What follows belongs to an exercise in optimizing a design on an open flow for small area and a short achievable clock period; a production flow would make more cautious choices.
Only simulation tests tie the RTL to the original design; equivalence was not proved.

<file path="flow/run.sh">
#!/bin/bash
# Layout flow: the standard flow (standard.sh) with these changes.
#  1. Synthesis skips Yosys's internal "abc -fast" before extract_fa, so the
#     full adders written in the RTL are extracted as written.
#  2. The final abc mapping uses flow/abc_area.script (area mapping), except
#     for the modules in FLOW_FAST_MODULES, which keep their hierarchy until
#     the standard flow's script flattens the design and are mapped with
#     flow/abc_fast.script (delay mapping).
#  3. Ports are buffered with sky130_fd_sc_hd__buf_1 cells.
# Registers and their names are those of the standard synthesis.
set -euo pipefail
here=$(pwd)
{
  head -n 1 synth_recipe.tcl
  cat flow/synth_overrides.tcl
  tail -n +2 synth_recipe.tcl
} > flow_synth.tcl
export FLOW_ABC_AREA="$here/flow/abc_area.script"
export FLOW_ABC_FAST="$here/flow/abc_fast.script"
export FLOW_FAST_MODULES="pabs"
bash standard.sh SYNTH_SCRIPT="$here/flow_synth.tcl" \
  "BUFFER_PORTS_ARGS=-buffer_cell sky130_fd_sc_hd__buf_1" finish > flow_standard.log 2>&1
</file>
<file path="flow/abc_area.script">
strash
dch
map -a
topo
</file>
<file path="flow/abc_fast.script">
strash
map
topo
</file>
<file path="flow/synth_overrides.tcl">
# Overrides for the standard flow's synthesis script (see run.sh).
# synth: the fine stage runs without Yosys's internal "abc -fast", so that
# extract_fa sees the full adders as the RTL writes them.  Modules listed in
# FLOW_FAST_MODULES keep their hierarchy until the end of synthesis (the standard flow's
# script flattens everything before writing the netlist).
proc synth {args} {
  if {[lsearch -exact $args "fine:"] >= 0} {
    yosys synth -nofsm -noshare -noabc {*}$args
  } else {
    if {[info exists ::env(FLOW_FAST_MODULES)]} {
      foreach m $::env(FLOW_FAST_MODULES) {
        yosys setattr -mod -set keep_hierarchy 1 $m
      }
    }
    yosys synth -nofsm -noshare {*}$args
  }
}
# abc: modules in FLOW_FAST_MODULES are mapped with FLOW_ABC_FAST, the rest
# with FLOW_ABC_AREA.
proc abc {args} {
  set i [lsearch -exact $args "-script"]
  if {$i < 0 || ![info exists ::env(FLOW_ABC_AREA)]} {
    yosys abc {*}$args
    return
  }
  set rest [list]
  if {[info exists ::env(FLOW_FAST_MODULES)]} {
    foreach m $::env(FLOW_FAST_MODULES) {
      if {[lindex [yosys select -count $m] 0] == 0} { continue }
      set a $args
      lset a [expr {$i + 1}] $::env(FLOW_ABC_FAST)
      yosys abc {*}$a $m
    }
    set rest [list $::env(DESIGN_NAME)]
  }
  set a $args
  lset a [expr {$i + 1}] $::env(FLOW_ABC_AREA)
  yosys abc {*}$a {*}$rest
}
</file>
<file path="standard.sh">
#!/bin/bash
# synth_recipe.tcl (not shown) runs the flow's synth.tcl, then flattens the netlist and writes it again
# the make line also repeats each setting of config.mk as NAME=value (left out here)
make -C /OpenROAD-flow-scripts/flow DESIGN_CONFIG=/design/flow/config.mk WORK_HOME=/design/flow/orfs CLKGATE_MAP_FILE= SYNTH_SCRIPT=/design/flow/synth_recipe.tcl "${@:-finish}"
</file>
<file path="config.mk">
export PLATFORM = sky130hd
export DESIGN_NAME = Posit_Multiplier
export DESIGN_NICKNAME = Posit_Multiplier
export VERILOG_FILES = /design/flow/design.v
export SDC_FILE = /design/flow/constraint.sdc
export NUM_CORES = 4
export LEC_CHECK = 0
export CAP_MARGIN = 20
export CORE_MARGIN = 2
export CORE_UTILIZATION = 40
export SLEW_MARGIN = 20
</file>
<file path="constraint.sdc">
create_clock -name core_clock -period 60.0 [get_ports {clk}]
set_input_delay 12.0000 -clock core_clock [delete_from_list [all_inputs] [get_ports {clk}]]
set_output_delay 12.0000 -clock core_clock [all_outputs]
set_load 0.01 [all_outputs]
</file>
<file path="design.v">
module pabs(input s, input [14:0] x, output [14:0] m);
  reg [14:0] p;
  integer k;
  always @* begin
    p = x;
    for (k = 1; k < 15; k = k * 2)
      p = p | (p << k);
  end
  assign m = x ^ ({15{s}} & {p[13:0], 1'b0});
endmodule
module pneg(input s, input [14:0] x, output [14:0] m);
  reg [14:0] p;
  integer k;
  always @* begin
    p = x;
    for (k = 1; k < 15; k = k * 2)
      p = p | (p << k);
  end
  assign m = x ^ ({15{s}} & {p[13:0], 1'b0});
endmodule
module pdec(input [14:0] m, output [3:0] sh, output [1:0] e, output [10:0] f);
  wire [15:0] d = {m[13:0] ^ {14{m[14]}}, 2'b11};
  wire [3:0] z4;
  wire [1:0] c4 [0:3];
  genvar i;
  generate for (i = 0; i < 4; i = i + 1) begin : g4
    wire [3:0] v = d[4*i+3:4*i];
    assign z4[i] = ~|v;
    assign c4[i] = v[3] ? 2'd0 : v[2] ? 2'd1 : v[1] ? 2'd2 : 2'd3;
  end endgenerate
  wire n3 = z4[3] & z4[2];
  wire n2 = n3 ? z4[1] : z4[3];
  wire [1:0] lo = n3 ? (z4[1] ? c4[0] : c4[1]) : (z4[3] ? c4[2] : c4[3]);
  assign sh = {n3, n2, lo};
  wire [12:0] t0 = m[12:0];
  wire [12:0] t1 = sh[3] ? {t0[4:0], 8'b0} : t0;
  wire [12:0] t2 = sh[2] ? {t1[8:0], 4'b0} : t1;
  wire [12:0] t3 = sh[1] ? {t2[10:0], 2'b0} : t2;
  wire [12:0] t4 = sh[0] ? {t3[11:0], 1'b0} : t3;
  assign e = t4[12:11];
  assign f = t4[10:0];
endmodule
module prip #(parameter W = 8) (input [W-1:0] x, input [W-1:0] y, input ci, output [W-1:0] s);
  wire [W:0] c;
  assign c[0] = ci;
  genvar i;
  generate for (i = 0; i < W; i = i + 1) begin : g
    assign s[i] = x[i] ^ y[i] ^ c[i];
    assign c[i+1] = (x[i] & y[i]) | (x[i] & c[i]) | (y[i] & c[i]);
  end endgenerate
endmodule
module Posit_Multiplier(A1, B1, clk, reset, OUT);
  input [0:15] A1, B1;
  input clk, reset;
  output reg [0:15] OUT;
  wire [14:0] ma_in, mb_in;
  pabs u_aa(A1[0], A1[1:15], ma_in);
  pabs u_ab(B1[0], B1[1:15], mb_in);
  reg sa, sb;
  reg [14:0] ma, mb;
  reg rst_d;
  wire [15:0] res;
  always @(posedge clk) begin
    sa <= A1[0];
    sb <= B1[0];
    ma <= ma_in;
    mb <= mb_in;
    rst_d <= reset;
    OUT <= res & {16{~reset}};
  end
  wire [3:0] sha, shb;
  wire [1:0] ea, eb;
  wire [10:0] fa, fb;
  pdec u_da(ma, sha, ea, fa);
  pdec u_db(mb, shb, eb, fb);
  wire [12:0] r;
  pmul_core u_m(fa, fb, r);
  wire c = r[12] | r[11];                  
  wire p22 = ~r[11];                       
  wire [6:0] sca = {~ma[14], sha ^ {4{~ma[14]}}, ea};
  wire [6:0] scb = {~mb[14], shb ^ {4{~mb[14]}}, eb};
  wire [7:0] s0;
  prip #(8) u_sc({sca[6], sca}, {scb[6], scb}, 1'b0, s0);
  wire neg = s0[7];                        
  wire [4:0] q = s0[6:2] ^ {5{neg}};       
  wire [1:0] fe = s0[1:0];
  wire f3 = &fe;                           
  wire m1 = &s0[7:2];                      
  wire za = ~|ma;
  wire zb = ~|mb;
  wire z = (za & ~sa) | (zb & ~sb) | rst_d;
  wire n = ((za & sa) | (zb & sb)) & ~z;
  wire so = ~z & (n | (sa ^ sb));
  wire rb = ~neg & ~z & ~n;                
  wire frc = z | n | q[4];
  reg [14:0] v0;
  always @* begin
    if (!c)
      v0 = {~neg, neg, fe, r[10:0]};
    else if (!f3)
      v0 = {~neg, neg, fe[1] ^ fe[0], ~fe[0], p22, r[10:1]};
    else if (!neg)
      v0 = {5'b11000, p22, r[10:2]};
    else if (m1)
      v0 = {4'b1000, p22, r[10:1]};
    else
      v0 = {3'b100, p22, r[10:0]};
  end
  wire [14:0] v1 = q[3] ? {{8{~neg}}, v0[14:8]} : v0;
  wire [14:0] v2 = q[2] ? {{4{~neg}}, v1[14:4]} : v1;
  wire [14:0] v3 = q[1] ? {{2{~neg}}, v2[14:2]} : v2;
  wire [14:0] v4 = q[0] ? {~neg, v3[14:1]} : v3;
  wire [14:0] body = frc ? {15{rb}} : v4;
  wire [14:0] ob;
  pneg u_on(so, body, ob);
  assign res = {so, ob};
endmodule
module pmul_core(input [10:0] fa, input [10:0] fb, output [12:0] r);
  wire [120:0] pp;
  genvar gi, gj;
  generate for (gi = 0; gi < 11; gi = gi + 1) begin : g_i
    for (gj = 0; gj < 11; gj = gj + 1) begin : g_j
      assign pp[gi*11+gj] = fa[gi] & fb[gj];
    end
  end endgenerate
  wire n1, n2, n3, n4, n5, n6, n7, n8, n9, n10, n11, n12, n13, n14, n15, n16, n17, n18, n19, n20;
  wire n21, n22, n23, n24, n25, n26, n27, n28, n29, n30, n31, n32, n33, n34, n35, n36, n37, n38, n39, n40;
  wire n41, n42, n43, n44, n45, n46, n47, n48, n49, n50, n51, n52, n53, n54, n55, n56, n57, n58, n59, n60;
  wire n61, n62, n63, n64, n65, n66, n67, n68, n69, n70, n71, n72, n73, n74, n75, n76, n77, n78, n79, n80;
  wire n81, n82, n83, n84, n85, n86, n87, n88, n89, n90, n91, n92, n93, n94, n95, n96, n97, n98, n99, n100;
  wire n101, n102, n103, n104, n105, n106, n107, n108, n109, n110, n111, n112, n113, n114, n115, n116, n117, n118, n119, n120;
  wire n121, n122, n123, n124, n125, n126, n127, n128, n129, n130, n131, n132, n133, n134, n135, n136, n137, n138, n139, n140;
  wire n141, n142, n143, n144, n145, n146, n147, n148, n149, n150, n151, n152, n153, n154, n155, n156, n157, n158, n159, n160;
  wire n161, n162, n163, n164, n165, n166, n167, n168, n169, n170, n171, n172, n173, n174, n175, n176, n177, n178, n179, n180;
  wire n181, n182, n183, n184, n185, n186, n187, n188, n189, n190, n191, n192, n193, n194, n195, n196, n197, n198, n199, n200;
  wire n201, n202, n203, n204, n205, n206, n207, n208, n209, n210, n211, n212, n213, n214, n215, n216, n217, n218, n219, n220;
  wire n221, n222, n223, n224, n225, n226, n227, n228, n229, n230, n231, n232, n233, n234, n235, n236, n237, n238, n239, n240;
  wire n241, n242, n243, n244, n245, n246, n247, n248, n249, n250, n251, n252, n253, n254, n255, n256, n257, n258, n259, n260;
  wire n261, n262, n263, n264, n265, n266, n267, n268, n269, n270, n271, n272, n273, n274, n275, n276, n277, n278, n279, n280;
  wire n281, n282, n283, n284, n285, n286, n287, n288, n289, n290, n291, n292;
  assign n1 = pp[9] ^ pp[19];
  assign n2 = pp[9] & pp[19];
  assign n3 = pp[10] ^ pp[20] ^ pp[30];
  assign n4 = (pp[10] & pp[20]) | (pp[10] & pp[30]) | (pp[20] & pp[30]);
  assign n5 = pp[40] ^ pp[50];
  assign n6 = pp[40] & pp[50];
  assign n7 = pp[21] ^ pp[31] ^ pp[41];
  assign n8 = (pp[21] & pp[31]) | (pp[21] & pp[41]) | (pp[31] & pp[41]);
  assign n9 = pp[51] ^ pp[61] ^ pp[71];
  assign n10 = (pp[51] & pp[61]) | (pp[51] & pp[71]) | (pp[61] & pp[71]);
  assign n11 = pp[81] ^ pp[91];
  assign n12 = pp[81] & pp[91];
  assign n13 = pp[32] ^ pp[42] ^ pp[52];
  assign n14 = (pp[32] & pp[42]) | (pp[32] & pp[52]) | (pp[42] & pp[52]);
  assign n15 = pp[62] ^ pp[72] ^ pp[82];
  assign n16 = (pp[62] & pp[72]) | (pp[62] & pp[82]) | (pp[72] & pp[82]);
  assign n17 = pp[92] ^ pp[102];
  assign n18 = pp[92] & pp[102];
  assign n19 = pp[43] ^ pp[53] ^ pp[63];
  assign n20 = (pp[43] & pp[53]) | (pp[43] & pp[63]) | (pp[53] & pp[63]);
  assign n21 = pp[73] ^ pp[83] ^ pp[93];
  assign n22 = (pp[73] & pp[83]) | (pp[73] & pp[93]) | (pp[83] & pp[93]);
  assign n23 = pp[54] ^ pp[64] ^ pp[74];
  assign n24 = (pp[54] & pp[64]) | (pp[54] & pp[74]) | (pp[64] & pp[74]);
  assign n25 = pp[6] ^ pp[16];
  assign n26 = pp[6] & pp[16];
  assign n27 = pp[7] ^ pp[17] ^ pp[27];
  assign n28 = (pp[7] & pp[17]) | (pp[7] & pp[27]) | (pp[17] & pp[27]);
  assign n29 = pp[37] ^ pp[47];
  assign n30 = pp[37] & pp[47];
  assign n31 = pp[8] ^ pp[18] ^ pp[28];
  assign n32 = (pp[8] & pp[18]) | (pp[8] & pp[28]) | (pp[18] & pp[28]);
  assign n33 = pp[38] ^ pp[48] ^ pp[58];
  assign n34 = (pp[38] & pp[48]) | (pp[38] & pp[58]) | (pp[48] & pp[58]);
  assign n35 = pp[68] ^ pp[78];
  assign n36 = pp[68] & pp[78];
  assign n37 = n1 ^ pp[29] ^ pp[39];
  assign n38 = (n1 & pp[29]) | (n1 & pp[39]) | (pp[29] & pp[39]);
  assign n39 = pp[49] ^ pp[59] ^ pp[69];
  assign n40 = (pp[49] & pp[59]) | (pp[49] & pp[69]) | (pp[59] & pp[69]);
  assign n41 = pp[79] ^ pp[89] ^ pp[99];
  assign n42 = (pp[79] & pp[89]) | (pp[79] & pp[99]) | (pp[89] & pp[99]);
  assign n43 = n3 ^ n5 ^ pp[60];
  assign n44 = (n3 & n5) | (n3 & pp[60]) | (n5 & pp[60]);
  assign n45 = pp[70] ^ pp[80] ^ pp[90];
  assign n46 = (pp[70] & pp[80]) | (pp[70] & pp[90]) | (pp[80] & pp[90]);
  assign n47 = pp[100] ^ pp[110] ^ n2;
  assign n48 = (pp[100] & pp[110]) | (pp[100] & n2) | (pp[110] & n2);
  assign n49 = n7 ^ n9 ^ n11;
  assign n50 = (n7 & n9) | (n7 & n11) | (n9 & n11);
  assign n51 = pp[101] ^ pp[111] ^ fa[0];
  assign n52 = (pp[101] & pp[111]) | (pp[101] & fa[0]) | (pp[111] & fa[0]);
  assign n53 = fb[0] ^ n4 ^ n6;
  assign n54 = (fb[0] & n4) | (fb[0] & n6) | (n4 & n6);
  assign n55 = n13 ^ n15 ^ n17;
  assign n56 = (n13 & n15) | (n13 & n17) | (n15 & n17);
  assign n57 = pp[112] ^ fa[1] ^ fb[1];
  assign n58 = (pp[112] & fa[1]) | (pp[112] & fb[1]) | (fa[1] & fb[1]);
  assign n59 = n8 ^ n10 ^ n12;
  assign n60 = (n8 & n10) | (n8 & n12) | (n10 & n12);
  assign n61 = n19 ^ n21 ^ pp[103];
  assign n62 = (n19 & n21) | (n19 & pp[103]) | (n21 & pp[103]);
  assign n63 = pp[113] ^ fa[2] ^ fb[2];
  assign n64 = (pp[113] & fa[2]) | (pp[113] & fb[2]) | (fa[2] & fb[2]);
  assign n65 = n14 ^ n16 ^ n18;
  assign n66 = (n14 & n16) | (n14 & n18) | (n16 & n18);
  assign n67 = n23 ^ pp[84] ^ pp[94];
  assign n68 = (n23 & pp[84]) | (n23 & pp[94]) | (pp[84] & pp[94]);
  assign n69 = pp[104] ^ pp[114] ^ fa[3];
  assign n70 = (pp[104] & pp[114]) | (pp[104] & fa[3]) | (pp[114] & fa[3]);
  assign n71 = fb[3] ^ n20 ^ n22;
  assign n72 = (fb[3] & n20) | (fb[3] & n22) | (n20 & n22);
  assign n73 = pp[65] ^ pp[75] ^ pp[85];
  assign n74 = (pp[65] & pp[75]) | (pp[65] & pp[85]) | (pp[75] & pp[85]);
  assign n75 = pp[95] ^ pp[105] ^ pp[115];
  assign n76 = (pp[95] & pp[105]) | (pp[95] & pp[115]) | (pp[105] & pp[115]);
  assign n77 = fa[4] ^ fb[4] ^ n24;
  assign n78 = (fa[4] & fb[4]) | (fa[4] & n24) | (fb[4] & n24);
  assign n79 = pp[76] ^ pp[86] ^ pp[96];
  assign n80 = (pp[76] & pp[86]) | (pp[76] & pp[96]) | (pp[86] & pp[96]);
  assign n81 = pp[106] ^ pp[116] ^ fa[5];
  assign n82 = (pp[106] & pp[116]) | (pp[106] & fa[5]) | (pp[116] & fa[5]);
  assign n83 = pp[87] ^ pp[97] ^ pp[107];
  assign n84 = (pp[87] & pp[97]) | (pp[87] & pp[107]) | (pp[97] & pp[107]);
  assign n85 = pp[4] ^ pp[14];
  assign n86 = pp[4] & pp[14];
  assign n87 = pp[5] ^ pp[15] ^ pp[25];
  assign n88 = (pp[5] & pp[15]) | (pp[5] & pp[25]) | (pp[15] & pp[25]);
  assign n89 = pp[35] ^ pp[45];
  assign n90 = pp[35] & pp[45];
  assign n91 = n25 ^ pp[26] ^ pp[36];
  assign n92 = (n25 & pp[26]) | (n25 & pp[36]) | (pp[26] & pp[36]);
  assign n93 = pp[46] ^ pp[56] ^ pp[66];
  assign n94 = (pp[46] & pp[56]) | (pp[46] & pp[66]) | (pp[56] & pp[66]);
  assign n95 = n27 ^ n29 ^ pp[57];
  assign n96 = (n27 & n29) | (n27 & pp[57]) | (n29 & pp[57]);
  assign n97 = pp[67] ^ pp[77] ^ n26;
  assign n98 = (pp[67] & pp[77]) | (pp[67] & n26) | (pp[77] & n26);
  assign n99 = n31 ^ n33 ^ n35;
  assign n100 = (n31 & n33) | (n31 & n35) | (n33 & n35);
  assign n101 = pp[88] ^ n28 ^ n30;
  assign n102 = (pp[88] & n28) | (pp[88] & n30) | (n28 & n30);
  assign n103 = n37 ^ n39 ^ n41;
  assign n104 = (n37 & n39) | (n37 & n41) | (n39 & n41);
  assign n105 = n32 ^ n34 ^ n36;
  assign n106 = (n32 & n34) | (n32 & n36) | (n34 & n36);
  assign n107 = n43 ^ n45 ^ n47;
  assign n108 = (n43 & n45) | (n43 & n47) | (n45 & n47);
  assign n109 = n38 ^ n40 ^ n42;
  assign n110 = (n38 & n40) | (n38 & n42) | (n40 & n42);
  assign n111 = n49 ^ n51 ^ n53;
  assign n112 = (n49 & n51) | (n49 & n53) | (n51 & n53);
  assign n113 = n44 ^ n46 ^ n48;
  assign n114 = (n44 & n46) | (n44 & n48) | (n46 & n48);
  assign n115 = n55 ^ n57 ^ n59;
  assign n116 = (n55 & n57) | (n55 & n59) | (n57 & n59);
  assign n117 = n50 ^ n52 ^ n54;
  assign n118 = (n50 & n52) | (n50 & n54) | (n52 & n54);
  assign n119 = n61 ^ n63 ^ n65;
  assign n120 = (n61 & n63) | (n61 & n65) | (n63 & n65);
  assign n121 = n56 ^ n58 ^ n60;
  assign n122 = (n56 & n58) | (n56 & n60) | (n58 & n60);
  assign n123 = n67 ^ n69 ^ n71;
  assign n124 = (n67 & n69) | (n67 & n71) | (n69 & n71);
  assign n125 = n62 ^ n64 ^ n66;
  assign n126 = (n62 & n64) | (n62 & n66) | (n64 & n66);
  assign n127 = n73 ^ n75 ^ n77;
  assign n128 = (n73 & n75) | (n73 & n77) | (n75 & n77);
  assign n129 = n68 ^ n70 ^ n72;
  assign n130 = (n68 & n70) | (n68 & n72) | (n70 & n72);
  assign n131 = n79 ^ n81 ^ fb[5];
  assign n132 = (n79 & n81) | (n79 & fb[5]) | (n81 & fb[5]);
  assign n133 = n74 ^ n76 ^ n78;
  assign n134 = (n74 & n76) | (n74 & n78) | (n76 & n78);
  assign n135 = n83 ^ pp[117] ^ fa[6];
  assign n136 = (n83 & pp[117]) | (n83 & fa[6]) | (pp[117] & fa[6]);
  assign n137 = fb[6] ^ n80 ^ n82;
  assign n138 = (fb[6] & n80) | (fb[6] & n82) | (n80 & n82);
  assign n139 = pp[98] ^ pp[108] ^ pp[118];
  assign n140 = (pp[98] & pp[108]) | (pp[98] & pp[118]) | (pp[108] & pp[118]);
  assign n141 = fa[7] ^ fb[7] ^ n84;
  assign n142 = (fa[7] & fb[7]) | (fa[7] & n84) | (fb[7] & n84);
  assign n143 = pp[109] ^ pp[119] ^ fa[8];
  assign n144 = (pp[109] & pp[119]) | (pp[109] & fa[8]) | (pp[119] & fa[8]);
  assign n145 = pp[3] ^ pp[13];
  assign n146 = pp[3] & pp[13];
  assign n147 = n85 ^ pp[24] ^ pp[34];
  assign n148 = (n85 & pp[24]) | (n85 & pp[34]) | (pp[24] & pp[34]);
  assign n149 = n87 ^ n89 ^ pp[55];
  assign n150 = (n87 & n89) | (n87 & pp[55]) | (n89 & pp[55]);
  assign n151 = n91 ^ n93 ^ n88;
  assign n152 = (n91 & n93) | (n91 & n88) | (n93 & n88);
  assign n153 = n95 ^ n97 ^ n92;
  assign n154 = (n95 & n97) | (n95 & n92) | (n97 & n92);
  assign n155 = n99 ^ n101 ^ n96;
  assign n156 = (n99 & n101) | (n99 & n96) | (n101 & n96);
  assign n157 = n103 ^ n105 ^ n100;
  assign n158 = (n103 & n105) | (n103 & n100) | (n105 & n100);
  assign n159 = n107 ^ n109 ^ n104;
  assign n160 = (n107 & n109) | (n107 & n104) | (n109 & n104);
  assign n161 = n111 ^ n113 ^ n108;
  assign n162 = (n111 & n113) | (n111 & n108) | (n113 & n108);
  assign n163 = n115 ^ n117 ^ n112;
  assign n164 = (n115 & n117) | (n115 & n112) | (n117 & n112);
  assign n165 = n119 ^ n121 ^ n116;
  assign n166 = (n119 & n121) | (n119 & n116) | (n121 & n116);
  assign n167 = n123 ^ n125 ^ n120;
  assign n168 = (n123 & n125) | (n123 & n120) | (n125 & n120);
  assign n169 = n127 ^ n129 ^ n124;
  assign n170 = (n127 & n129) | (n127 & n124) | (n129 & n124);
  assign n171 = n131 ^ n133 ^ n128;
  assign n172 = (n131 & n133) | (n131 & n128) | (n133 & n128);
  assign n173 = n135 ^ n137 ^ n132;
  assign n174 = (n135 & n137) | (n135 & n132) | (n137 & n132);
  assign n175 = n139 ^ n141 ^ n136;
  assign n176 = (n139 & n141) | (n139 & n136) | (n141 & n136);
  assign n177 = n143 ^ fb[8] ^ n140;
  assign n178 = (n143 & fb[8]) | (n143 & n140) | (fb[8] & n140);
  assign n179 = pp[120] ^ fa[9] ^ fb[9];
  assign n180 = (pp[120] & fa[9]) | (pp[120] & fb[9]) | (fa[9] & fb[9]);
  assign n181 = pp[2] ^ pp[12];
  assign n182 = pp[2] & pp[12];
  assign n183 = n145 ^ pp[23] ^ pp[33];
  assign n184 = (n145 & pp[23]) | (n145 & pp[33]) | (pp[23] & pp[33]);
  assign n185 = n147 ^ pp[44] ^ n146;
  assign n186 = (n147 & pp[44]) | (n147 & n146) | (pp[44] & n146);
  assign n187 = n149 ^ n86 ^ n148;
  assign n188 = (n149 & n86) | (n149 & n148) | (n86 & n148);
  assign n189 = n151 ^ n90 ^ n150;
  assign n190 = (n151 & n90) | (n151 & n150) | (n90 & n150);
  assign n191 = n153 ^ n94 ^ n152;
  assign n192 = (n153 & n94) | (n153 & n152) | (n94 & n152);
  assign n193 = n155 ^ n98 ^ n154;
  assign n194 = (n155 & n98) | (n155 & n154) | (n98 & n154);
  assign n195 = n157 ^ n102 ^ n156;
  assign n196 = (n157 & n102) | (n157 & n156) | (n102 & n156);
  assign n197 = n159 ^ n106 ^ n158;
  assign n198 = (n159 & n106) | (n159 & n158) | (n106 & n158);
  assign n199 = n161 ^ n110 ^ n160;
  assign n200 = (n161 & n110) | (n161 & n160) | (n110 & n160);
  assign n201 = n163 ^ n114 ^ n162;
  assign n202 = (n163 & n114) | (n163 & n162) | (n114 & n162);
  assign n203 = n165 ^ n118 ^ n164;
  assign n204 = (n165 & n118) | (n165 & n164) | (n118 & n164);
  assign n205 = n167 ^ n122 ^ n166;
  assign n206 = (n167 & n122) | (n167 & n166) | (n122 & n166);
  assign n207 = n169 ^ n126 ^ n168;
  assign n208 = (n169 & n126) | (n169 & n168) | (n126 & n168);
  assign n209 = n171 ^ n130 ^ n170;
  assign n210 = (n171 & n130) | (n171 & n170) | (n130 & n170);
  assign n211 = n173 ^ n134 ^ n172;
  assign n212 = (n173 & n134) | (n173 & n172) | (n134 & n172);
  assign n213 = n175 ^ n138 ^ n174;
  assign n214 = (n175 & n138) | (n175 & n174) | (n138 & n174);
  assign n215 = n177 ^ n142 ^ n176;
  assign n216 = (n177 & n142) | (n177 & n176) | (n142 & n176);
  assign n217 = n179 ^ n144 ^ n178;
  assign n218 = (n179 & n144) | (n179 & n178) | (n144 & n178);
  assign n219 = fa[10] ^ fb[10] ^ n180;
  assign n220 = (fa[10] & fb[10]) | (fa[10] & n180) | (fb[10] & n180);
  assign n221 = pp[1] & pp[11];
  assign n222 = (n181 & pp[22]) | (n181 & n221) | (pp[22] & n221);
  assign n223 = (n183 & n182) | (n183 & n222) | (n182 & n222);
  assign n224 = (n185 & n184) | (n185 & n223) | (n184 & n223);
  assign n225 = (n187 & n186) | (n187 & n224) | (n186 & n224);
  assign n226 = (n189 & n188) | (n189 & n225) | (n188 & n225);
  assign n227 = (n191 & n190) | (n191 & n226) | (n190 & n226);
  assign n228 = (n193 & n192) | (n193 & n227) | (n192 & n227);
  assign n229 = (n195 & n194) | (n195 & n228) | (n194 & n228);
  assign n230 = n197 ^ n196;
  assign n231 = n197 & n196;
  assign n232 = n199 ^ n198;
  assign n233 = n199 & n198;
  assign n234 = n201 ^ n200;
  assign n235 = n201 & n200;
  assign n236 = n203 ^ n202;
  assign n237 = n203 & n202;
  assign n238 = n205 ^ n204;
  assign n239 = n205 & n204;
  assign n240 = n207 ^ n206;
  assign n241 = n207 & n206;
  assign n242 = n209 ^ n208;
  assign n243 = n209 & n208;
  assign n244 = n211 ^ n210;
  assign n245 = n211 & n210;
  assign n246 = n213 ^ n212;
  assign n247 = n213 & n212;
  assign n248 = n215 ^ n214;
  assign n249 = n215 & n214;
  assign n250 = n217 ^ n216;
  assign n251 = n217 & n216;
  assign n252 = n219 ^ n218;
  assign n253 = n219 & n218;
  assign n254 = n231 | (n230 & n229);
  assign n255 = n233 | (n232 & n254);
  assign n256 = n237 | (n236 & n235);
  assign n257 = n236 & n234;
  assign n258 = n241 | (n240 & n239);
  assign n259 = n240 & n238;
  assign n260 = n245 | (n244 & n243);
  assign n261 = n244 & n242;
  assign n262 = n249 | (n248 & n247);
  assign n263 = n248 & n246;
  assign n264 = n253 | (n252 & n251);
  assign n265 = n252 & n250;
  assign n266 = n256 | (n257 & n255);
  assign n267 = n260 | (n261 & n258);
  assign n268 = n261 & n259;
  assign n269 = n264 | (n265 & n262);
  assign n270 = n265 & n263;
  assign n271 = n267 | (n268 & n266);
  assign n272 = n269 | (n270 & n271);
  assign n273 = n258 | (n259 & n266);
  assign n274 = n262 | (n263 & n271);
  assign n275 = n235 | (n234 & n255);
  assign n276 = n239 | (n238 & n266);
  assign n277 = n243 | (n242 & n273);
  assign n278 = n247 | (n246 & n271);
  assign n279 = n251 | (n250 & n274);
  assign n280 = 1'b0 | (n220 & n272);
  assign n281 = n232 ^ n254;
  assign n282 = n234 ^ n255;
  assign n283 = n236 ^ n275;
  assign n284 = n238 ^ n266;
  assign n285 = n240 ^ n276;
  assign n286 = n242 ^ n273;
  assign n287 = n244 ^ n277;
  assign n288 = n246 ^ n271;
  assign n289 = n248 ^ n278;
  assign n290 = n250 ^ n274;
  assign n291 = n252 ^ n279;
  assign n292 = n220 ^ n272;
  assign r[0] = n281;
  assign r[1] = n282;
  assign r[2] = n283;
  assign r[3] = n284;
  assign r[4] = n285;
  assign r[5] = n286;
  assign r[6] = n287;
  assign r[7] = n288;
  assign r[8] = n289;
  assign r[9] = n290;
  assign r[10] = n291;
  assign r[11] = n292;
  assign r[12] = n280;
endmodule
</file>
==> summary.txt, run 1 <==
Setup path
  • Critical Path AT: 13560 ps
  • Worst Setup Path Type: register to register
  • Worst Path Required: 60240 ps
  • Startpoint Class: register
  • Most used cell, CP: nand2_1
  • Critical path's slowest cell: dfxtp_1
  • Top Family by Delay on Critical Path: simple AND/OR/NAND/NOR gates
  • Element type at the critical path end: register
  • Worst path depth: 56
  • Crit-path max FO: 17
  • Crit-path max cell delay: 820 ps
  • Number of cells on the worst reg-to-reg path: 56
  • WP buf/inv: 8

CTS
  • Clock root buffer: clkbuf_16
  • CTS max path bufs: 2
  • Clock transition at the registers of the reported paths: 70 ps
  • Later-pin clock latency in the skew report: 290 ps
  • Post_cts resized: 0
  • Number of clock sinks: 49
  • Setup bufs post-CTS: 0
  • Hold-fix buffer count after cts: 0
  • Cts bufs inserted: 5
  • CTS tree: yes
  • CTS H-tree depth: 2

Route
  • DRT antenna net count: 0
  • Starting DRT DRC Count: 419
  • DRT Pass-1 Iters: 5
  • Vias: 7597
  • Routed vias/inst: 5.279
  • DRC viols: 0
  • Drt wl/cell: 14.42 µm
  • Routed WL: 20760 µm

Global route
  • Global-route wire length before repair: 36170 µm
  • Global Route Usage Sum: 0.2033
  • Maximum number of pins on one net before global-route repair: 23
  • Vias in the first global route: 7482
  • Grt ovf: 0
  • Initial antenna violation count: 0

Cells and area
  • Most common cell after layout, fill and taps aside: nor2_1
  • Ant diodes: 0
  • Most frequent cells in the layout: 245 x nor2_1, 220 x nand2_1, 111 x clkinv_1, 111 x fa_1, 91 x o21ai_0
  • Post-layout nets: 1347
  • Synth-to-Final Area Change: 8.514%
  • Layout cells sized above 1: 0.01533
  • Fin util: 0.4427

STA
  • Final hold vios: 0
  • FMAX: 75.05 MHz
  • Setup TNS: 0 ps
  • Final Setup Violations: 0
  • Worst-Margin Slew: 920.8 ps
  • Final WS setup: 46680 ps
  • Final period util: 0.2221
  • Tmin final: 13320 ps
  • Rel. slew slack: 0.3838
  • Max-slew violation count: 0
  • RSZ-0062 raised after global routing: no
  • Setup Skew: 10.08 ps

Floorplan
  • Die Span X: 145.1 µm
  • Die Y: 145.1 µm
  • Die footprint: 21060 µm²
  • Cell Rows: 51
  • Core area: 19530 µm²
  • Effective utilization at floorplan: 0.4079
  • Io pins: 50

Synth
  • Largest family of logic cells by synthesized area: adder cells
  • Cells after Synth: 1115
  • Sequential area share after synthesis: 0.1232
  • Synth area leaders: fa_1 28%, dfxtp_1 12%, nor2_1 12%, nand2_1 10%, o21ai_0 5.8%
  • Netlist cell types: 35
  • Share of the synthesized area in the top cell type: 0.2790
  • Post-Synth XOR/XNOR Area: 0.05058
  • Post-Synth Simple-Gate Area: 0.2636
  • Mux cell area share after synthesis: 0.01005
  • #FFs+latches synth: 49
  • Cell Area, Synth: 7965 µm²
  • Yosys warnings: 4
  • Asr flop ratio synth: 0
  • Main synth FF type: dfxtp_1
  • Post-Syn Nets: 1289
  • Post-synthesis adder-cell area fraction: 0.3245
  • Mean post-synth cell area: 7.144 µm²
  • Post-synth EDFFs: 0
  • Cell taking the most area after synthesis: fa_1
  • Synth Area in Compound Gates: 0.1739

Hold path
  • HP Class: register to register
  • WHS Path Cells: 6

Placement
  • PortBufs: 49
  • Pre-CTS setup slack: 46550 ps
  • RePlAce Congestion: 0.9041
  • DP Wirelength: 16870 µm

Run status
  • Status: finished clean

Job
  • Total of max-cap violations: 0
state kept, by name, summed over array words and instances (netlist names):
register	flops
OUT	16
ma	15
mb	15
rst_d	1
sa	1
sb	1
worst paths after layout:
path | startpoint | end | slack [ps]
hold reg to reg | rst_d | OUT[9] | 870
hold / removal | rst_d | OUT[9] | 870
setup reg to reg | mb[14] | OUT[1] | 46680
setup / recovery | mb[14] | OUT[1] | 46680
per-module statistics from Yosys, one instance, submodules excluded:
module	times used	cells	area (µm²)	flip-flops and latches
Posit_Multiplier	1	951	7132	49
pabs	2	82	416.6	0
stage by stage:
| stage | instance area [µm²] | hold WS [ps] | std cells |
|---|---|---|---|
| after CTS | 8643 | 867.4 | 1439 |
| after global routing | 8643 | 947.1 | 1439 |
| after detailed placement | 8496 | 847.6 | 1431 |
| after floorplan | 7965 | 702.8 | 1115 |
| final | 8643 | 866.9 | 1439 |
| after global placement | 8496 | 870.6 | 1431 |
cell usage after synthesis, types with 15 or more instances:
cell type,count
nand2_1,220
dfxtp_1,49
nor2_1,245
ha_1,29
nand4_1,21
clkinv_1,111
a21oi_1,53
o21bai_1,15
a31oi_1,15
fa_1,111
nand3_1,17
o211ai_1,20
o21ai_0,92
xor2_1,35
final cells by class:
type	count	area, µm²
well taps	265	331.6
flip-flops and latches	49	980.9
clock buffers	5	125.1
fillers	2126	10880
multi-input cells	953	6553
clock inverters	3	22.52
repair buffers	53	214.0
inverters	111	416.7
cells by family (layout without fill, tap and decap cells):
logic type      after synthesis  in the layout
simple gates                526            526
compound gates              233            233
fa+ha+maj                   140            140
buf+inv                     113            172
flops                        49             49
xor+xnor                     46             46
mux                           8              8
worst register-to-register path: cells and delay by family, from the launching register on:
kind	cells	cell delay (ps)
and+or+nand+nor	21	3850
adders and majority gates	8	3540
AOI/OAI and AO/OA	19	2830
buffers and inverters	8	2220
DFF	1	820
routing by layer:
metal | global-route usage | up-vias | part of all wire
li1 | - | 3826 | -
met1 | 0.2794 | 3552 | 0.47
met2 | 0.3414 | 182 | 0.46
met5 | 0 | - | 0
met4 | 0.07696 | 0 | 0.033
met3 | 0.008176 | 37 | 0.036
==> run 2, diff against run 1 <==
--- a/config.mk
+++ b/config.mk
@@ -5,7 +5,7 @@
 export SDC_FILE = /design/flow/constraint.sdc
 export NUM_CORES = 4
 export LEC_CHECK = 0
-export CAP_MARGIN = 20
+export CAP_MARGIN = 90
 export CORE_MARGIN = 2
 export CORE_UTILIZATION = 40
-export SLEW_MARGIN = 20
+export SLEW_MARGIN = 90
==> run 2 against run 1 <==
  * The run now fails in 5_1_grt
  * Synthesized cell count is the same
  * Area after synthesis is the same
==> summary.txt, run 2 <==
Run status
  • Status: did not finish
  • Last stage: 5_1_grt
  • First Err: [ERROR DPL-0038] Utilization greater than 100%, impossible to legalize

Synth
  • Commonest cells post-synth: 245 x nor2_1, 220 x nand2_1, 111 x clkinv_1, 111 x fa_1, 92 x o21ai_0
  • Most frequent cell after synthesis: nor2_1
  • Synth area leaders: fa_1 28%, dfxtp_1 12%, nor2_1 12%, nand2_1 10%, o21ai_0 5.8%
  • Sequential area share after synthesis: 0.1232
  • Post-synth EDFFs: 0
  • Share of the synthesized area in the top cell type: 0.2790
  • Asr flop ratio synth: 0
  • Mean post-synth cell area: 7.144 µm²
  • Post-Syn Nets: 1289
  • Cell taking the most area after synthesis: fa_1
  • Netlist cell types: 35
  • #FFs+latches synth: 49
  • Cells after Synth: 1115
  • Cell Area, Synth: 7965 µm²
  • Main synth FF type: dfxtp_1
  • Yosys warnings: 4

Placement
  • Dpl cells: 1903
  • PortBufs: 49
  • RePlAce Congestion: 0.9041
  • DP Wirelength: 40710 µm

Floorplan
  • Cell Rows: 51
  • Effective utilization at floorplan: 0.4079
  • Die Y: 145.1 µm
  • Io pins: 50
  • Die Span X: 145.1 µm

CTS
  • Clock root buffer: clkbuf_16
  • Number of clock sinks: 49
  • CTS max path bufs: 2
  • Setup bufs post-CTS: 0
  • Cts bufs inserted: 5
  • CTS H-tree depth: 2
  • Hold-fix buffer count after cts: 0
  • Post_cts resized: 0

Global route
  • Maximum number of pins on one net before global-route repair: 19
run 2: worst max path at each step:
| stage | startpoint | end |
|---|---|---|
| after floorplan | A1[14] | ma[14] |
| after global placement | A1[0] | ma[5] |
| after detailed placement | mb[14] | OUT[1] |
| after CTS | mb[14] | OUT[1] |
run 2: logic make-up after synthesis:
family,Yosys count,synth area share
flip-flops,49,0.1232
adder cells (fa/ha/maj),140,0.3245
AND/OR/NAND/NOR,526,0.2636
XOR/XNOR,46,0.05058
AO/OA/AOI/OAI,233,0.1739
buffers and inverters,113,0.05419
multiplexers,8,0.01005
run 2: Yosys stat by module (local to each module, per instance):
module | flops+latches | cells | area, µm²
pabs | 0 | 82 | 416.6
Posit_Multiplier | 49 | 951 | 7132
run 2: metrics by stage:
stage          setup slack, ps  cell area [µm²]  hold WS, ps
2_1_floorplan            47300             7965        702.8
3_3_place_gp             46560             8496        870.6
3_5_place_dp             34450            16520         1136
4_1_cts                  34100            16670         1171
==> run 3, diff against run 2 <==
==> flow/abc_area.script (replaced) <==
strash
dch
amap
strash
dch
amap
topo
--- a/config.mk
+++ b/config.mk
@@ -5,7 +5,7 @@
 export SDC_FILE = /design/flow/constraint.sdc
 export NUM_CORES = 4
 export LEC_CHECK = 0
-export CAP_MARGIN = 90
+export CAP_MARGIN = 60
 export CORE_MARGIN = 2
 export CORE_UTILIZATION = 40
-export SLEW_MARGIN = 90
+export SLEW_MARGIN = 60
==> run 3 against run 2 <==
  * Synthesized cell count shrank 12%
  * Area after synthesis fell by 5.0%
  * The run now finishes clean
==> summary.txt, run 3 <==
CTS
  • Setup bufs post-CTS: 0
  • Cts bufs inserted: 5
  • Number of clock sinks: 49
  • Clock root buffer: clkbuf_16
  • Post_cts resized: 0
  • Later-pin clock latency in the skew report: 290 ps
  • CTS tree: yes
  • CTS H-tree depth: 2
  • CTS max path bufs: 2
  • Clock transition at the registers of the reported paths: 70 ps
  • Hold-fix buffer count after cts: 0

Floorplan
  • Die footprint: 20040 µm²
  • Die Y: 141.6 µm
  • Die Span X: 141.6 µm
  • Core area: 18640 µm²
  • Effective utilization at floorplan: 0.4060
  • Cell Rows: 50
  • Io pins: 50

Cells and area
  • Largest regs: OUT: 16 flops, ma: 15 flops, mb: 15 flops
  • Most frequent cells in the layout: 256 x nor2_1, 111 x fa_1, 102 x clkinv_1, 82 x nand2_1, 80 x o22ai_1
  • Max reg flops: 16
  • Synth-to-Final Area Change: 9.818%
  • Final instance area: 8313 µm²
  • Ant diodes: 0
  • Top reg by flops: OUT
  • Layout cells sized above 1: 0.02493
  • Post-layout nets: 1216
  • Most common cell after layout, fill and taps aside: nor2_1
  • Fin util: 0.4459

STA
  • FMAX: 77.25 MHz
  • Rel. slew slack: 0.6383
  • Max-slew violation count: 0
  • Final hold vios: 0
  • Final Setup Violations: 0
  • Final period util: 0.2158
  • Hold WS: 719.7 ps
  • Worst-Margin Slew: 542.5 ps
  • Final WS setup: 47060 ps
  • Setup TNS: 0 ps
  • Tmin final: 12950 ps
  • RSZ-0062 raised after global routing: no
  • Setup Skew: 9.065 ps

Global route
  • Vias in the first global route: 7035
  • Grt ovf: 0
  • Initial antenna violation count: 0
  • Global Route Usage Sum: 0.2112
  • Global-route wire length before repair: 34810 µm
  • Maximum number of pins on one net before global-route repair: 21

Synth
  • Asr flop ratio synth: 0
  • Cells after Synth: 982
  • Share of the synthesized area in the top cell type: 0.2936
  • Post-synthesis adder-cell area fraction: 0.3415
  • Mean post-synth cell area: 7.709 µm²
  • Yosys warnings: 4
  • Post-Synth Simple-Gate Area: 0.2147
  • Cell Area, Synth: 7570 µm²
  • Main synth FF type: dfxtp_1
  • Cell taking the most area after synthesis: fa_1
  • Post-synth EDFFs: 0
  • Post-Syn Nets: 1156
  • Sequential area share after synthesis: 0.1296
  • Netlist cell types: 45
  • Commonest cells post-synth: 258 x nor2_1, 111 x fa_1, 102 x clkinv_1
  • Synth area leaders: fa_1 29%, dfxtp_1 13%, nor2_1 13%, o22ai_1 6.6%, clkinv_1 5.1%
  • Synth Area in Compound Gates: 0.2501
  • Post-Synth XOR/XNOR Area: 0.01157
  • #FFs+latches synth: 49
  • Largest family of logic cells by synthesized area: adder cells
  • Most frequent cell after synthesis: nor2_1
  • Mux cell area share after synthesis: 0

Route
  • Starting DRT DRC Count: 424
  • Routed vias/inst: 5.679
  • Drt wl/cell: 15.76 µm
  • DRC viols: 0
  • DRT Pass-1 Iters: 5
  • Vias: 7252
  • DRT antenna net count: 0
  • Routed WL: 20120 µm

Placement
  • PortBufs: 49
  • Pre-CTS setup slack: 46850 ps
  • DP Wirelength: 16320 µm
  • RePlAce Congestion: 0.8898
  • Post-placement cell area: 8113 µm²

Setup path
  • Startpoint Class: register
  • Critical Path AT: 13140 ps
  • Crit-path max cell delay: 560 ps
  • Worst Path Required: 60200 ps
  • Worst Setup Path Type: register to register
  • Critical path's slowest cell: dfxtp_2
  • Crit-path max FO: 20
  • Element type at the critical path end: register

Run status
  • Status: finished clean

Hold path
  • HP Class: register to register

Job
  • Total of max-cap violations: 0
==> run 3: changes by cell type after synthesis, moves of 13 or more <==
cell	previous run	this run
o22a_1	0	14
a21oi_1	53	39
xor2_1	35	4
a211oi_1	2	16
nand2_1	220	82
o21ai_0	92	34
o22ai_1	5	80
nor2_1	245	258
a22oi_1	8	21
==> run 3: cell families after synthesis <==
family / after synthesis
AO/OA/AOI/OAI: 281
flip-flops: 49
buffers and inverters: 104
AND/OR/NAND/NOR: 398
XOR/XNOR: 10
adder cells (fa/ha/maj): 140
==> run 3: per-layer routing <==
| metal | global-route usage | part of all wire | up-vias |
|---|---|---|---|
| met3 | 0.01654 | 0.033 | 29 |
| met2 | 0.3643 | 0.48 | 166 |
| met5 | 0 | 0 | - |
| met4 | 0.05579 | 0.022 | 0 |
| li1 | - | - | 3608 |
| met1 | 0.2878 | 0.46 | 3449 |
==> run 3: final cells by class <==
class | instances | area [µm²]
Multi-Input combinational cell | 829 | 6251
Fill cell | 1926 | 10330
Inverter | 102 | 382.9
Timing Repair Buffer | 55 | 230.2
Clock inverter | 1 | 30.03
Sequential cell | 49 | 983.4
Tap cell | 234 | 292.8
Clock buffer | 7 | 142.6
==> run 3: critical path, delay by kind of cell (launching register included) <==
| kind | cells | cell delay [ps] |
|---|---|---|
| AOI/OAI and AO/OA | 24 | 4670 |
| DFF | 1 | 560 |
| buffers and inverters | 8 | 2200 |
| adders and majority gates | 8 | 3510 |
| and+or+nand+nor | 12 | 1910 |
==> run 3: final timing paths <==
kind         slack, ps  endpoint  cells after the start  startpoint
min                720    OUT[0]                      4       rst_d
max              47060    OUT[1]                     52      mb[14]
min reg2reg        720    OUT[0]                      4       rst_d
max reg2reg      47060    OUT[1]                     52      mb[14]
==> run 3: stage by stage <==
step	instances
CTS	1276
finish	1277
global placement	1268
detailed placement	1268
global route	1277
floorplan	982
==> run 3: per-module statistics from Yosys (local to each module, per instance) <==
| module | cells inside | flip-flops and latches | cell area, µm² |
|---|---|---|---|
| Posit_Multiplier | 818 | 49 | 6736 |
| pabs | 82 | 0 | 416.6 |
==> run 4, diff against run 3 <==
--- a/flow/run.sh
+++ b/flow/run.sh
@@ -17,6 +17,6 @@
 } > flow_synth.tcl
 export FLOW_ABC_AREA="$here/flow/abc_area.script"
 export FLOW_ABC_FAST="$here/flow/abc_fast.script"
-export FLOW_FAST_MODULES="pabs"
+export FLOW_FAST_MODULES="pabs pdec"
 bash standard.sh SYNTH_SCRIPT="$here/flow_synth.tcl" \
   "BUFFER_PORTS_ARGS=-buffer_cell sky130_fd_sc_hd__buf_1" finish > flow_standard.log 2>&1
==> run 4 against run 3 <==
  * Critical path type is now register to primary output
  * Clock skew shrank 2.6 ps
  * Non-clock buffer count is the same
  * Wire length grew 7.4%
  * Via count grew 11%
  * Highest routed layer unchanged
  * Die area grew 8.5%
  * Still clean
==> summary.txt, run 4 <==
Synth
  • Share of the synthesized area in the top cell type: 0.2699
  • Sequential area share after synthesis: 0.1191
  • Main synth FF type: dfxtp_1
  • #FFs+latches synth: 49
  • Post-synth EDFFs: 0
  • Netlist cell types: 44
  • Cell Area, Synth: 8234 µm²
  • Cells after Synth: 1151
  • Yosys warnings: 4
  • Synth area leaders: fa_1 27%, dfxtp_1 12%, nor2_1 11%, nand2_1 10%, o21ai_0 5.3%
  • Cell taking the most area after synthesis: fa_1
  • Asr flop ratio synth: 0
  • Most frequent cell after synthesis: nor2_1
  • Commonest cells post-synth: 236 x nor2_1, 224 x nand2_1, 111 x fa_1
  • Post-Syn Nets: 1325
  • Mean post-synth cell area: 7.154 µm²

Floorplan
  • Die Span X: 147.5 µm
  • Cell Rows: 52
  • Io pins: 50
  • Effective utilization at floorplan: 0.4069
  • Core area: 20230 µm²
  • Die Y: 147.5 µm
  • Die footprint: 21750 µm²

Global route
  • Vias in the first global route: 7719
  • Maximum number of pins on one net before global-route repair: 34
  • Global Route Usage Sum: 0.2066
  • Initial antenna violation count: 0
  • Global-route wire length before repair: 37360 µm
  • Grt ovf: 0

Job
  • Total of max-cap violations: 0

STA
  • Worst-Margin Slew: 521.7 ps
  • Setup TNS: 0 ps
  • FMAX: 78.13 MHz
  • Final Setup Violations: 0
  • Setup Skew: 6.510 ps
  • Rel. slew slack: 0.6490
  • RSZ-0062 raised after global routing: no
  • Max-slew violation count: 0
  • Tmin final: 12800 ps
  • Final hold vios: 0
  • Final WS setup: 47200 ps
  • Final period util: 0.2133

Setup path
  • Element type at the critical path end: primary output
  • Crit-path max FO: 1
  • Critical Path AT: 800 ps
  • Worst r2r src: mb[14]
  • Critical path's slowest cell: dfxtp_1
  • Crit-path max cell delay: 350 ps
  • Worst Setup Path Type: register to primary output
  • Crit path cell chain: buf_1
  • Startpoint Class: register
  • Worst setup path startpoint: OUT[1]
  • Top Family by Delay on Critical Path: flip-flops
  • WP buf/inv: 1
  • Worst Path Required: 48000 ps

Cells and area
  • Largest regs: OUT: 16 flops, ma: 15 flops, mb: 15 flops
  • Final instance area: 8959 µm²
  • Post-layout nets: 1381
  • Max reg flops: 16
  • Most frequent cells in the layout: 229 x nor2_1, 224 x nand2_1, 111 x fa_1, 105 x clkinv_1, 84 x o21ai_0
  • Ant diodes: 0
  • Multi-input gate area: 6843 µm²
  • Synth-to-Final Area Change: 8.798%
  • Top reg by flops: OUT
  • Most common cell after layout, fill and taps aside: nor2_1
  • Layout cells sized above 1: 0.02318
  • Fill count: 2083
  • Footprint of the flip-flops and latches: 980.9 µm²

Route
  • DRC viols: 0
  • Routed WL: 21610 µm
  • Routed vias/inst: 5.438
  • Drt wl/cell: 14.62 µm
  • Vias: 8037
  • Starting DRT DRC Count: 473
  • DRT antenna net count: 0
  • DRT Pass-1 Iters: 5

CTS
  • CTS max path bufs: 2
  • CTS tree: yes
  • Later-pin clock latency in the skew report: 290 ps
  • Clock root buffer: clkbuf_16
  • Clock transition at the registers of the reported paths: 60 ps
  • Number of clock sinks: 49
  • Post_cts resized: 0
  • Cts bufs inserted: 5
  • Setup bufs post-CTS: 0
  • Hold-fix buffer count after cts: 0
  • CTS H-tree depth: 2

Placement
  • RePlAce Congestion: 0.8598
  • Post-placement cell area: 8786 µm²
  • Pre-CTS setup slack: 46980 ps
  • DP Wirelength: 17580 µm
  • PortBufs: 49

Hold path
  • Min-delay src: rst_d
  • HP Class: register to register

Run status
  • Status: finished clean
-- run 4: cell type report --
| cell class | instances | area share |
|---|---|---|
| inverter | 105 | 0.04399 |
| timing repair buffer | 55 | 0.02570 |
| clock inverter | 1 | 0.003352 |
| clock buffer | 7 | 0.01592 |
| multi-input combinational | 991 | 0.7638 |
| sequential | 49 | 0.1095 |
| tap | 270 | 0.03771 |
-- run 4: logic make-up (layout without fill, tap and decap cells) --
family / count (synthesis) / count (layout) / synth area share
AO/OA/AOI/OAI: 258 / 258 / 0.1960
XOR/XNOR: 38 / 38 / 0.04042
flip-flops: 49 / 49 / 0.1191
AND/OR/NAND/NOR: 555 / 555 / 0.2772
buffers and inverters: 111 / 168 / 0.05334
adder cells (fa/ha/maj): 140 / 140 / 0.3139
-- run 4: stage by stage --
| stage | hold WS (ps) | std cells | util |
|---|---|---|---|
| final | 790.4 | 1478 | 0.4427 |
| after global routing | 909.0 | 1478 | 0.4427 |
| after CTS | 785.8 | 1478 | 0.4427 |
| after detailed placement | 776.3 | 1470 | 0.4342 |
| after global placement | 836.4 | 1468 | 0.4320 |
| after floorplan | 731.4 | 1151 | - |
-- run 4: worst paths after layout --
| check | end | slack (ps) | cells past startpoint |
|---|---|---|---|
| worst min register to register | OUT[11] | 790 | 5 |
| worst max register to register | OUT[1] | 47280 | 50 |
| worst max-delay path | OUT[1] | 47200 | 1 |
| worst min-delay path | OUT[11] | 790 | 5 |
-- run 4: layer usage --
layer	up-vias	share of wire	global-route usage
met5	-	0	0
met1	3761	0.45	0.2810
met2	196	0.48	0.3551
li1	4046	-	-
met4	0	0.028	0.06923
met3	34	0.037	0.008951
-- run 4: Yosys stat by module, one instance, submodules excluded --
module | cells inside | flops+latches | cell area, µm² | times used
Posit_Multiplier | 623 | 49 | 5629 | 1
pdec | 182 | 0 | 885.8 | 2
pabs | 82 | 0 | 416.6 | 2
==> run 5, diff against run 4 <==
--- a/flow/run.sh
+++ b/flow/run.sh
@@ -17,6 +17,6 @@
 } > flow_synth.tcl
 export FLOW_ABC_AREA="$here/flow/abc_area.script"
 export FLOW_ABC_FAST="$here/flow/abc_fast.script"
-export FLOW_FAST_MODULES="pabs pdec"
+export FLOW_FAST_MODULES="pabs"
 bash standard.sh SYNTH_SCRIPT="$here/flow_synth.tcl" \
   "BUFFER_PORTS_ARGS=-buffer_cell sky130_fd_sc_hd__buf_1" finish > flow_standard.log 2>&1
==> flow/abc_area.script (replaced) <==
strash
dch
map -a
topo
==> run 5 against run 4 <==
  * Still clean
  * Wire length down 3.6%
  * Non-clock buffer count down 1
  * Utilization grew 0.41 points
  * First-iteration DRC count up 9.9%
  * Critical path depth stayed put
  * Critical endpoint is now OUT[3]
  * Highest routed layer unchanged
==> summary.txt, run 5 <==
Setup path
  • Crit-path max cell delay: 330 ps
  • Crit path cell chain: buf_1
  • Critical Path AT: 770 ps
  • Element type at the critical path end: primary output
  • Crit-path max FO: 1
  • Number of cells on the worst reg-to-reg path: 53
  • Top Family by Delay on Critical Path: flip-flops
  • Critical path's slowest cell: dfxtp_1
  • Reg-to-reg slack, setup: 47580 ps
  • Worst r2r src: mb[14]
  • Startpoint Class: register
  • Worst R2R End: OUT[1]
  • WP buf/inv: 1
  • Worst Path Required: 48000 ps
  • Worst Setup Path Type: register to primary output

STA
  • RSZ-0062 raised after global routing: no
  • Hold WS: 837.9 ps
  • Final WS setup: 47230 ps
  • Worst-Margin Slew: 510.1 ps
  • FMAX: 78.30 MHz
  • Setup TNS: 0 ps
  • Final hold vios: 0
  • Max-slew violation count: 0
  • Final Setup Violations: 0
  • Setup Skew: 8.109 ps
  • Rel. slew slack: 0.6568
  • Tmin final: 12770 ps
  • Final period util: 0.2129

CTS
  • Hold-fix buffer count after cts: 0
  • Clock transition at the registers of the reported paths: 60 ps
  • Cts bufs inserted: 5
  • Setup bufs post-CTS: 0
  • CTS max path bufs: 2
  • Number of clock sinks: 49
  • Post_cts resized: 0
  • Clock root buffer: clkbuf_16
  • CTS H-tree depth: 2
  • CTS tree: yes
  • Later-pin clock latency in the skew report: 290 ps

Route
  • Starting DRT DRC Count: 520
  • DRC viols: 0
  • DRT Pass-1 Iters: 5
  • Routed vias/inst: 5.304
  • Drt wl/cell: 14.47 µm
  • DRT antenna net count: 0
  • Routed WL: 20830 µm
  • Vias: 7638

Hold path
  • HP Class: register to register
  • Min-delay src: rst_d
  • WHS Endpoint: OUT[0]
  • WHS Path Cells: 5

Synth
  • Post-synthesis adder-cell area fraction: 0.3245
  • #FFs+latches synth: 49
  • Largest family of logic cells by synthesized area: adder cells
  • Post-Synth Simple-Gate Area: 0.2636
  • Mux cell area share after synthesis: 0.01005
  • Netlist cell types: 35
  • Cell Area, Synth: 7965 µm²
  • Mean post-synth cell area: 7.144 µm²
  • Sequential area share after synthesis: 0.1232
  • Synth area leaders: fa_1 28%, dfxtp_1 12%, nor2_1 12%, nand2_1 10%, o21ai_0 5.8%
  • Cells after Synth: 1115
  • Most frequent cell after synthesis: nor2_1
  • Asr flop ratio synth: 0
  • Post-Synth XOR/XNOR Area: 0.05058
  • Main synth FF type: dfxtp_1
  • Commonest cells post-synth: 245 x nor2_1, 220 x nand2_1, 111 x clkinv_1, 111 x fa_1, 92 x o21ai_0
  • Yosys warnings: 4
  • Synth Area in Compound Gates: 0.1739
  • Post-Syn Nets: 1289
  • Cell taking the most area after synthesis: fa_1
  • Post-synth EDFFs: 0
  • Share of the synthesized area in the top cell type: 0.2790

Placement
  • Pre-CTS setup slack: 46920 ps
  • RePlAce Congestion: 0.9041
  • PortBufs: 49
  • DP Wirelength: 16850 µm
  • Dpl cells: 1431

Cells and area
  • Most common cell after layout, fill and taps aside: nor2_1
  • Ant diodes: 0
  • Layout Cells excl Fill: 1440
  • Fill count: 2108
  • Multi-input gate area: 6583 µm²
  • Most frequent cells in the layout: 241 x nor2_1, 220 x nand2_1, 111 x clkinv_1, 111 x fa_1, 88 x o21ai_0
  • Footprint of the flip-flops and latches: 983.4 µm²
  • Largest regs: OUT: 16 flops, ma: 15 flops, mb: 15 flops
  • Post-layout nets: 1348
  • Synth-to-Final Area Change: 9.551%
  • Top reg by flops: OUT
  • Layout cells sized above 1: 0.02468
  • Max reg flops: 16

Global route
  • Met1 Use GR: 0.2778
  • Maximum number of pins on one net before global-route repair: 23
  • Grt ovf: 0
  • Met3 GRT Util: 0.01541
  • Initial antenna violation count: 0
  • GRT busiest layer: met2
  • Met2 Usage GRT: 0.3381
  • Vias in the first global route: 7552
  • Global-route wire length before repair: 36310 µm
  • Global Route Usage Sum: 0.2042

Floorplan
  • Die Span X: 145.1 µm
  • Cell Rows: 51
  • Core area: 19530 µm²
  • Die Y: 145.1 µm
  • Die footprint: 21060 µm²
  • Io pins: 50
  • Effective utilization at floorplan: 0.4079

Job
  • Total of max-cap violations: 0

Run status
  • Status: finished clean
run 5: changes by cell type in the layout (fill, tap and decap cells not counted), sizes merged, moves of 11 or more:
cell,delta
xor2,+27
xnor2,-19
o22ai,-16
nand4,-15
a211oi,-11
run 5: cell families (layout without fill, tap and decap cells):
family | count (synthesis) | after routing
buffers and inverters | 113 | 173
xor gates and xnor gates | 46 | 46
and+or+nand+nor | 526 | 526
adders and majority gates | 140 | 140
muxes | 8 | 8
AOI/OAI and AO/OA | 233 | 233
DFF | 49 | 49
run 5: stage by stage:
stage	instance area [µm²]	utilization
floorplan	7965	-
CTS	8701	0.4456
detailed placement	8511	0.4359
global placement	8496	0.4351
finish	8726	0.4469
global route	8726	0.4469
run 5: area by class of cell:
type,count,share of cell area
inverters,111,0.04775
multi-input cells,953,0.7544
clock inverters,3,0.007456
clock buffers,5,0.01434
well taps,265,0.03800
repair buffers,54,0.02538
flip-flops and latches,49,0.1127
run 5: tightest hold or removal path: stages, from the launching register on:
cell and delay [ps]:
dfxtp_1 310, nor2_1 60, o21ai_0 90, a21oi_2 90, clkinv_1 180, nor2_1 60
run 5: worst max-delay path by stage:
stage / start / endpoint / slack [ps] / cells past startpoint
3_3_place_gp: A1[0] / ma[5] / 46560 / 4
3_5_place_dp: reset / OUT[13] / 46920 / 4
4_1_cts: reset / OUT[13] / 47220 / 4
6_report: OUT[3] / OUT[3] / 47230 / 1
5_1_grt: mb[14] / OUT[1] / 46190 / 56
2_1_floorplan: A1[14] / ma[14] / 47300 / 4
run 5: Yosys stat by module, one instance, submodules excluded:
module	cells	copies in the design	cell area [µm²]
pabs	82	2	416.6
Posit_Multiplier	951	1	7132
run 5: layer usage:
layer	wire length, µm	vias to the layer above
li1	-	3834
met1	9498	3533
met2	9584	225
met3	971	46
met4	775	0
met5	0	-
==> run 6, diff against run 5 <==
--- a/flow/run.sh
+++ b/flow/run.sh
@@ -19,4 +19,4 @@
 export FLOW_ABC_FAST="$here/flow/abc_fast.script"
 export FLOW_FAST_MODULES="pabs"
 bash standard.sh SYNTH_SCRIPT="$here/flow_synth.tcl" \
-  "BUFFER_PORTS_ARGS=-buffer_cell sky130_fd_sc_hd__buf_1" finish > flow_standard.log 2>&1
+  "BUFFER_PORTS_ARGS=-buffer_cell sky130_fd_sc_hd__buf_1" SETUP_SLACK_MARGIN=46.9 finish > flow_standard.log 2>&1
==> flow/abc_area.script (replaced) <==
strash
dch
amap
strash
dch
amap
topo
--- a/config.mk
+++ b/config.mk
@@ -5,7 +5,10 @@
 export SDC_FILE = /design/flow/constraint.sdc
 export NUM_CORES = 4
 export LEC_CHECK = 0
-export CAP_MARGIN = 60
+export CAP_MARGIN = 20
 export CORE_MARGIN = 2
 export CORE_UTILIZATION = 40
-export SLEW_MARGIN = 60
+export CTS_BUF_LIST = sky130_fd_sc_hd__clkbuf_8
+export CTS_CLUSTER_DIAMETER = 300
+export CTS_CLUSTER_SIZE = 50
+export SLEW_MARGIN = 20
==> run 6 against run 5 <==
  * First-iteration DRC count shrank 24%
  * Via count fell by 3.6%
  * Final area fell by 4.6%
  * Critical path type unchanged
  * Sequential share of layout area rose by 0.58 points
  * Area after synthesis is 5.0% lower
==> summary.txt, run 6 <==
Run status
  • Status: finished clean

Setup path
  • Critical Path AT: 800 ps
  • Crit-path max cell delay: 350 ps
  • Element type at the critical path end: primary output
  • Worst Setup Path Type: register to primary output

Synth
  • Mean post-synth cell area: 7.709 µm²
  • Commonest cells post-synth: 258 x nor2_1, 111 x fa_1, 102 x clkinv_1
  • Cells after Synth: 982
  • Yosys warnings: 4
  • Cell Area, Synth: 7570 µm²
  • Synth area leaders: fa_1 29%, dfxtp_1 13%, nor2_1 13%, o22ai_1 6.6%, clkinv_1 5.1%
  • Sequential area share after synthesis: 0.1296
  • Netlist cell types: 45

STA
  • FMAX: 78.10 MHz
  • Setup TNS: 0 ps
  • Worst-Margin Slew: 975.1 ps
  • Final Setup Violations: 0
  • Rel. slew slack: 0.3500
  • Max-slew violation count: 0
  • Final hold vios: 0
  • Final period util: 0.2134

Floorplan
  • Io pins: 50
  • Cell Rows: 50
  • Die Y: 141.6 µm
  • Die footprint: 20040 µm²
  • Die Span X: 141.6 µm

CTS
  • Hold-fix buffer count after cts: 0
  • CTS max path bufs: 2
  • CTS tree: yes

Route
  • Routed WL: 20390 µm
  • M1 WL: 9524 µm
  • Starting DRT DRC Count: 394
  • DRT antenna net count: 0
  • Wire length on met3: 634 µm
  • Routed vias/inst: 5.737

Cells and area
  • Fill count: 1967
  • Largest regs: OUT: 16 flops, ma: 15 flops, mb: 15 flops
  • Most frequent cells in the layout: 255 x nor2_1, 111 x fa_1, 82 x nand2_1, 78 x clkinv_1, 75 x o22ai_1
  • Top reg by flops: OUT
  • Ant diodes: 0
  • Synth-to-Final Area Change: 9.917%
  • Layout Cells excl Fill: 1283

Placement
  • PortBufs: 49
  • RePlAce Congestion: 0.8898

Global route
  • Maximum number of pins on one net before global-route repair: 21
  • Global-route wire length before repair: 34580 µm
  • Vias in the first global route: 7012
run 6: cell types whose count changed in the layout (fill, tap and decap cells not counted), moves of 17 or more:
cell,previous run,this run
o21ai_0,88,31
inv_2,0,17
xor2_1,35,4
o22ai_1,5,75
clkinv_1,111,78
nand2_1,220,82
run 6: worst paths after layout:
| path | start | to | slack, ps | depth (start not counted) |
|---|---|---|---|---|
| worst min-delay path | rst_d | OUT[0] | 730 | 4 |
| worst max-delay path | OUT[1] | OUT[1] | 47200 | 1 |
| worst min register to register | rst_d | OUT[0] | 730 | 4 |
| worst max register to register | mb[14] | OUT[1] | 48130 | 53 |
run 6: per-module statistics from Yosys, one instance, submodules excluded:
module	cell area, µm²	flops+latches	cells
pabs	416.6	0	82
Posit_Multiplier	6736	49	818
run 6: cell families after synthesis:
family | Yosys count | share of synthesized area
AO/OA/AOI/OAI | 281 | 0.2501
XOR/XNOR | 10 | 0.01157
adder cells (fa/ha/maj) | 140 | 0.3415
buffers and inverters | 104 | 0.05256
flip-flops | 49 | 0.1296
AND/OR/NAND/NOR | 398 | 0.2147
run 6: what timing repair did:
| item | CTS | global route |
|---|---|---|
| setup endpoints to repair | 11 | 23 |
| gates cloned | 0 | 0 |
| gates resized for setup | 9 | 41 |
| buffers inserted | 0 | 7 |
| pin swaps | 0 | 1 |
run 6: layer usage:
| layer | global-route usage | vias up |
|---|---|---|
| li1 | - | 3625 |
| met1 | 0.2881 | 3502 |
| met2 | 0.3608 | 199 |
| met3 | 0.01316 | 34 |
| met4 | 0.05947 | 0 |
| met5 | 0 | - |
run 6: final cells by class:
| type | count | area [µm²] | share of cell area |
|---|---|---|---|
| timing repair buffer | 61 | 276.5 | 0.03323 |
| clock inverter | 3 | 11.26 | 0.001353 |
| sequential | 49 | 985.9 | 0.1185 |
| inverter | 102 | 401.6 | 0.04827 |
| clock buffer | 5 | 68.82 | 0.008271 |
| multi-input combinational | 829 | 6284 | 0.7552 |
| tap | 234 | 292.8 | 0.03519 |
run 6: through the flow:
| step | util | instance area (µm²) | setup slack (ps) |
|---|---|---|---|
| after floorplan | - | 7570 | 47300 |
| after global placement | 0.4328 | 8069 | 46410 |
| after detailed placement | 0.4328 | 8069 | 46320 |
| after CTS | 0.4381 | 8168 | 46900 |
| after global routing | 0.4463 | 8320 | 46890 |
| final | 0.4463 | 8320 | 47200 |
run 6: tightest hold or removal path, cell delays in order, from the launching register on:
cell and delay (ps):
dfxtp_1 320, nor2_1 40, o21ai_0 60, buf_4 210, nor2_1 50

[re-timing with driven ports]
In the flow no input, the clock included, has a driving cell. The finished layouts below were timed again as built, in two steps.
Step 1 assumes that a clkbuf_16 drives the clock port and a buf_2 every other input.
Step 2, shift: input delay + t, output delay - t, t = (earliest + latest rising clock arrival at the registers) / 2. This alone moves slack from input paths to output paths.
a / b / c = ideal / step 1 / step 2; a / b = the first two.
run | shift t [ns] | setup slack, ns | worst slew at a driven data input, ns | pins driven straight from the clock port
run 1 | 0.326 | 46.675 / 46.675 / 46.521 | 0.03 | 1
run 3 | 0.330 | 47.055 / 47.055 / 46.945 | 0.03 | 1
run 4 | 0.322 | 47.200 / 47.165 / 46.975 | 0.03 | 1
run 5 | 0.325 | 47.228 / 47.191 / 46.932 | 0.03 | 1
run 6 | 0.337 | 47.196 / 47.160 / 46.957 | 0.03 | 1
After both steps every run listed still meets setup and hold. For run 5, which loses most, drivers alone change the setup slack by -0.037 ns; drivers and shift together by -0.296 ns.
